This design comes from an exercise in tuning for small area, a short achievable clock period and few clock cycles per item on the open sky130 flow, not from production work. Where RTL was checked, it was by simulation tests only, not by an equivalence proof against the original.

Setup of garnet:
## comp_mult_top
module comp_mult_top #(
parameter NO_MULT   = 4     ,  
parameter APB_BADDR = 0     ,  
parameter SYS_AW    = 16    ,  
parameter REG_DW    = 16       
)(
input                    clk         ,
input                    rst_n       ,
input      [ SYS_AW-1:0] apb_paddr   ,
input                    apb_psel    ,
input                    apb_penable ,
input                    apb_pwrite  ,
input      [REG_DW -1:0] apb_pwdata  ,
output                   apb_pready  ,
output reg [REG_DW -1:0] apb_prdata  ,
output reg               apb_pslverr ,
output reg               mem_ce      ,
output reg               mem_we      ,
output reg [SYS_AW -1:0] mem_addr    ,
output reg [     8 -1:0] mem_wr_data ,
input      [     8 -1:0] mem_rd_data
);
Size in the first run: roughly 1400 cells after synthesis, roughly 230 flip-flops, ~89 I/O pins.
Settings: LEC_CHECK=0, ABC_AREA=1, CAP_MARGIN=20, CORE_MARGIN=2, CORE_UTILIZATION=40, SLEW_MARGIN=20; clock period 10.0 ns.
standard.sh (not shown) runs the stock make flow with config.mk's settings and CLKGATE_MAP_FILE= SYNTH_SCRIPT=/design/flow/synth_recipe.tcl, a recipe that flattens the netlist after the stock synthesis.
==> flow/flow/run.sh <==
#!/bin/bash
# Standard layout, with the port buffers made of sky130_fd_sc_hd__buf_4 instead of the resizer's default choice.
set -euo pipefail
export BUFFER_PORTS_ARGS="-buffer_cell sky130_fd_sc_hd__buf_4"
bash standard.sh > standard_flow.log 2>&1
For delta, these inputs were changed with respect to garnet:
==> flow/flow/run.sh <==
#!/bin/bash
# Standard layout, with the port buffers made of sky130_fd_sc_hd__buf_2 and a larger setup repair margin.
set -euo pipefail
export BUFFER_PORTS_ARGS="-buffer_cell sky130_fd_sc_hd__buf_2"
export SETUP_SLACK_MARGIN=7.2
bash standard.sh > standard_flow.log 2>&1
==> comparison <==
Diff garnet -> delta: via density per instance shows no meaningful change; total core area shows no meaningful change.
Re worst setup slack: garnet was lower than delta.
delta: number of DRC markers after the initial detailed-route iteration lower than garnet
The final period demand of the worst path in delta sits 0.34 ns below the value recorded for garnet.
Count of nets after finishing, delta and garnet: smaller value in garnet
In delta the number of buffers outside the clock class in the layout turned out 35 higher than in garnet.
Relative to delta, the following input files were edited for raven:
==> flow/flow/run.sh <==
#!/bin/bash
# Standard layout, with the port buffers made of sky130_fd_sc_hd__buf_2 and a larger setup repair margin.
set -euo pipefail
export BUFFER_PORTS_ARGS="-buffer_cell sky130_fd_sc_hd__buf_2"
export SETUP_SLACK_MARGIN=6.7
bash standard.sh > standard_flow.log 2>&1
Re delay contributed by the slowest stage of the critical path: raven is 0.04 ns up on delta.
Diff delta -> raven: buffer share of cell area decreased by 2.6 points relative to the old numbers, clock skew rose 0.019 ns.
Looking at number of post-CTS setup repair buffers, raven sits 19 below delta.
raven has weighted congestion reported at the end of routability-driven placement below what delta had.
Inputs modified between raven and fjord:
==> flow/flow/run.sh <==
#!/bin/bash
# Standard layout, with the port buffers made of sky130_fd_sc_hd__buf_2 instead of the resizer's default choice.
set -euo pipefail
export BUFFER_PORTS_ARGS="-buffer_cell sky130_fd_sc_hd__buf_2"
bash standard.sh > standard_flow.log 2>&1
## What came out
Diff raven -> fjord: share of async-settable or async-resettable flops after synthesis closely matched the old numbers; total iterations of the first detailed-routing run comparable.
Function was not checked in any run of this note: the RTL went through the layout flow alone.

* * *

comp_mult_top, a different RTL version from the one above (not shown whole).
Size in the first run: about 1300 cells after synthesis, about 12000 µm² of cells after synthesis.
make LEC_CHECK=0 ABC_CLOCK_PERIOD_IN_PS=3000 CAP_MARGIN=20 CORE_MARGIN=2 CORE_UTILIZATION=40 SLEW_MARGIN=20 finish   # period 10.0 ns
run.sh (not shown) runs the stock make flow with config.mk's settings and CLKGATE_MAP_FILE= SYNTH_SCRIPT=/design/flow/synth_recipe.tcl, a recipe that flattens the netlist after the stock synthesis.
Stock flow here: none of the scripts above is used.
Testbench counts at the start, summed over its fixed seeds: cycles 14,058, items 1,337.
==> next run, changes <==
ABC_AREA = 1   (was not set)
ABC_CLOCK_PERIOD_IN_PS = not set   (was 3000)
- via count rose by 2.0%
- synthesized cell count grows by 12%
- setup slack is better by 540 ps
- count of clock-buffer cells in the layout came out higher by 3
- final area is lower by 2.1%
- routed wire length came out lower by 1.2%
- worst hold slack gets worse by 8.4 ps
==> next run, changes <==
ABC_AREA = not set   (was 1)
The new run produced a clean layout; setup slack loses 540 ps; global-route usage went up by 0.27 points; critical path depth went up by 2; final area went up by a few percent; final cell count went down by roughly a tenth; routed wire length went up slightly; die area went up by a few percent; hold slack gains 8.4 ps.

* * *

## main
RTL: one of the versions met above, not the one the previous note started from.
Size in the first run: roughly 1400 cells after synthesis, ~230 flip-flops, roughly 89 I/O pins, roughly 12000 um2 of cells after synthesis.
## comp_mult_top
module comp_mult_top #(
parameter NO_MULT   = 4     ,  
parameter APB_BADDR = 0     ,  
parameter SYS_AW    = 16    ,  
parameter REG_DW    = 16       
)(
input                    clk         ,
input                    rst_n       ,
input      [ SYS_AW-1:0] apb_paddr   ,
input                    apb_psel    ,
input                    apb_penable ,
input                    apb_pwrite  ,
input      [REG_DW -1:0] apb_pwdata  ,
output                   apb_pready  ,
output reg [REG_DW -1:0] apb_prdata  ,
output reg               apb_pslverr ,
output reg               mem_ce      ,
output reg               mem_we      ,
output reg [SYS_AW -1:0] mem_addr    ,
output reg [     8 -1:0] mem_wr_data ,
input      [     8 -1:0] mem_rd_data
);
==> flow/config.mk <==
export PLATFORM = sky130hd
export DESIGN_NAME = comp_mult_top
export DESIGN_NICKNAME = comp_mult_top
export VERILOG_FILES = /design/flow/design.v
export SDC_FILE = /design/flow/constraint.sdc
export NUM_CORES = 4
export LEC_CHECK = 0
export ABC_AREA = 1
export CAP_MARGIN = 20
export CORE_MARGIN = 2
export CORE_UTILIZATION = 40
export SLEW_MARGIN = 20
==> flow/constraint.sdc <==
create_clock -name core_clock -period 10.0 [get_ports {clk}]
set_input_delay 2.0000 -clock core_clock [delete_from_list [all_inputs] [get_ports {clk}]]
set_output_delay 2.0000 -clock core_clock [all_outputs]
set_load 0.01 [all_outputs]
Relative to main, the following input files were edited for the feature branch:
- ABC_AREA: 1 -> unset
[summary]
- Between the feature branch and main, the post-route standard cell area excluding fillers is lower for the feature branch.
- Lower via count of the first global-routing pass among the feature branch and main: the feature branch
- Higher largest fanout on the critical path was reported by the feature branch, not main.
- Lower stage delay of the slowest cell on the critical path among the feature branch and main: main
- From the feature branch to main, number of flip-flops and latches in the synthesized netlist did not move at all.
- Of the feature branch and main, the run reporting the lower fraction of area in registers was main.
- Global-route usage was higher in the run labelled main.
- Summary — post-route worst hold slack, the feature branch relative to main: higher, by 0.026 ns.
- Against main, minimum setup slack after placement in the feature branch came out worse.
No run of this note included a check of the RTL's function; only the layout flow was run.

* * *

Another version of the RTL of comp_mult_top (not shown whole).
Size in the first run: ~240 flip-flops, ~89 I/O pins.
==> flow/config.mk <==
export PLATFORM = sky130hd
export DESIGN_NAME = comp_mult_top
export DESIGN_NICKNAME = comp_mult_top
export VERILOG_FILES = /design/flow/design.v
export SDC_FILE = /design/flow/constraint.sdc
export NUM_CORES = 4
export LEC_CHECK = 0
export ABC_AREA = 1
export CAP_MARGIN = 20
export CORE_MARGIN = 2
export CORE_UTILIZATION = 75
export CTS_BUF_LIST = sky130_fd_sc_hd__clkbuf_8
export SLEW_MARGIN = 20
==> flow/constraint.sdc <==
create_clock -name core_clock -period 10.0 [get_ports {clk}]
set_input_delay 2.0000 -clock core_clock [delete_from_list [all_inputs] [get_ports {clk}]]
set_output_delay 2.0000 -clock core_clock [all_outputs]
set_load 0.01 [all_outputs]
standard.sh (not shown) runs the stock make flow with config.mk's settings and CLKGATE_MAP_FILE= SYNTH_SCRIPT=/design/flow/synth_recipe.tcl, a recipe that flattens the netlist after the stock synthesis.
==> flow/flow/run.sh <==
#!/bin/bash
# Standard layout, with the port buffers made of sky130_fd_sc_hd__buf_2 and a larger setup repair margin.
set -euo pipefail
export BUFFER_PORTS_ARGS="-buffer_cell sky130_fd_sc_hd__buf_2"
export SETUP_SLACK_MARGIN=7.2
bash standard.sh > standard_flow.log 2>&1
The starting point completed with no timing, DRC or antenna violations.
Next try:
- CORE_UTILIZATION: 75 -> 40
Result: Via count went down by 8.0%. Setup slack got worse by 0.066 ns. Clock-buffer cell count does not change. Worst hold slack got worse by 0.0033 ns.
Next try:
- CORE_UTILIZATION: 40 -> 60
The changed run passed the timing, design-rule and antenna checks. Global-route usage rises by 9.9 points. Final cell count falls by 6.3%. Cell area falls by 0.58%. Clock-buffer cell count rises by 4. Worst setup slack is better by 0.072 ns. Routed wire length falls by 0.85%. Core utilization rises by 24 points. Critical path depth is unchanged. Die area falls by 33%.
Function was not checked in any run of this note: the RTL went through the layout flow alone.

* * *

Another version of the RTL of comp_mult_top (not shown whole).
Size: ~1300 cells after synthesis, about 200 flip-flops, roughly 89 I/O pins.
## comp_mult_top
module comp_mult_top #(
parameter NO_MULT   = 4     ,  
parameter APB_BADDR = 0     ,  
parameter SYS_AW    = 16    ,  
parameter REG_DW    = 16       
)(
input                    clk         ,
input                    rst_n       ,
input      [ SYS_AW-1:0] apb_paddr   ,
input                    apb_psel    ,
input                    apb_penable ,
input                    apb_pwrite  ,
input      [REG_DW -1:0] apb_pwdata  ,
output                   apb_pready  ,
output reg [REG_DW -1:0] apb_prdata  ,
output reg               apb_pslverr ,
output reg               mem_ce      ,
output reg               mem_we      ,
output reg [SYS_AW -1:0] mem_addr    ,
output reg [     8 -1:0] mem_wr_data ,
input      [     8 -1:0] mem_rd_data
);
assign apb_pready = 1'b1;
wire        setup  = apb_psel & ~apb_penable;
wire [15:0] offs   = apb_paddr - APB_BADDR;
reg         wq, rq;                       
  ...
==> flow/config.mk <==
export PLATFORM = sky130hd
export DESIGN_NAME = comp_mult_top
export DESIGN_NICKNAME = comp_mult_top
export VERILOG_FILES = /design/flow/design.v
export SDC_FILE = /design/flow/constraint.sdc
export NUM_CORES = 4
export LEC_CHECK = 0
export ABC_AREA = 1
export CAP_MARGIN = 20
export CORE_MARGIN = 2
export CORE_UTILIZATION = 50
export SLEW_MARGIN = 20
==> flow/constraint.sdc <==
create_clock -name core_clock -period 10.0 [get_ports {clk}]
set_input_delay 2.0000 -clock core_clock [delete_from_list [all_inputs] [get_ports {clk}]]
set_output_delay 2.0000 -clock core_clock [all_outputs]
set_load 0.01 [all_outputs]
==> flow/flow/run.sh <==
#!/bin/bash
set -euo pipefail
export BUFFER_PORTS_ARGS="-buffer_cell sky130_fd_sc_hd__buf_2"
export SETUP_SLACK_MARGIN=6.7
bash standard.sh > standard_flow.log 2>&1
The first run finished with timing, DRC and antenna clean.
Next try:
--- a/flow/flow/run.sh
+++ b/flow/flow/run.sh
@@ -4 +4 @@
-export SETUP_SLACK_MARGIN=6.7
+export SETUP_SLACK_MARGIN=6.85
Outcome: The changed run passed the timing, design-rule and antenna checks; register-to-register slack is about the same; via count hardly moves; non-clock buffer count grows by 11; wire length shrinks by 0.48%; area after synthesis does not change; final area rose by 2.2%; worst setup slack improved by 44 ps.
No functional check of the RTL was part of any run of this note.

## separate check: timing with driven ports
The results above use ideal ports. As a check the final layouts listed here were re-extracted and re-timed, cells and wires unchanged. Step 1 assumes that a clkbuf_16 drives the clock port and a buf_2 every other input. Step 2, shift: input delay + t, output delay - t, t = (earliest + latest rising clock arrival at the registers) / 2. This alone moves slack from input paths to output paths. Three values: ideal ports, drivers, drivers and shift; two values: the first two.
run | t, ns | slack for setup (ns) | hold slack, ns | worst setup path after step 2 | slew at the worst register clock pin (ns)
garnet | 0.595 | 6.525 / 6.525 / 6.525 | 0.460 / 0.460 / 0.460 | register to register | 0.06 / 0.06
delta | 0.601 | 6.861 / 6.809 / 6.933 | 0.469 / 0.469 / 0.469 | input, reset recovery | 0.06 / 0.06
raven | 0.594 | 6.742 / 6.690 / 6.701 | 0.473 / 0.473 / 0.473 | input, reset recovery | 0.06 / 0.06
fjord | 0.603 | 6.516 / 6.516 / 6.516 | 0.475 / 0.475 / 0.475 | register to register | 0.07 / 0.07
the first run of note 2 | 0.570 | 5.429 / 5.429 / 5.284 | 0.477 / 0.477 / 0.477 | input to register | 0.06 / 0.06
the second run of note 2 | 0.569 | 5.966 / 5.966 / 5.944 | 0.469 / 0.469 / 0.469 | input to register | 0.06 / 0.06
the third run of note 2 | 0.570 | 5.429 / 5.429 / 5.284 | 0.477 / 0.477 / 0.477 | input to register | 0.06 / 0.06
main | 0.593 | 6.309 / 6.260 / 6.553 | 0.474 / 0.474 / 0.474 | register to register | 0.06 / 0.06
the feature branch | 0.581 | 5.921 / 5.921 / 5.921 | 0.500 / 0.500 / 0.500 | register to register | 0.06 / 0.06
the first run of note 4 | 0.574 | 6.918 / 6.878 / 6.898 | 0.483 / 0.483 / 0.483 | input, reset recovery | 0.07 / 0.07
the second run of note 4 | 0.614 | 6.852 / 6.803 / 6.834 | 0.480 / 0.480 / 0.480 | input, reset recovery | 0.07 / 0.07
the third run of note 4 | 0.583 | 6.924 / 6.881 / 7.000 | 0.474 / 0.474 / 0.474 | input to register | 0.07 / 0.07
the first run of note 5 | 0.483 | 6.837 / 6.830 / 6.367 | 0.423 / 0.423 / 0.423 | input to register | 0.08 / 0.08
the second run of note 5 | 0.479 | 6.880 / 6.861 / 6.484 | 0.422 / 0.422 / 0.422 | input to register | 0.07 / 0.07
After both steps every run listed still meets setup and hold. The setup slack of the first run of note 5, which loses most, moves by -0.007 ns with the drivers and by -0.470 ns with both steps. The worst setup slack also covers recovery checks on asynchronous resets.
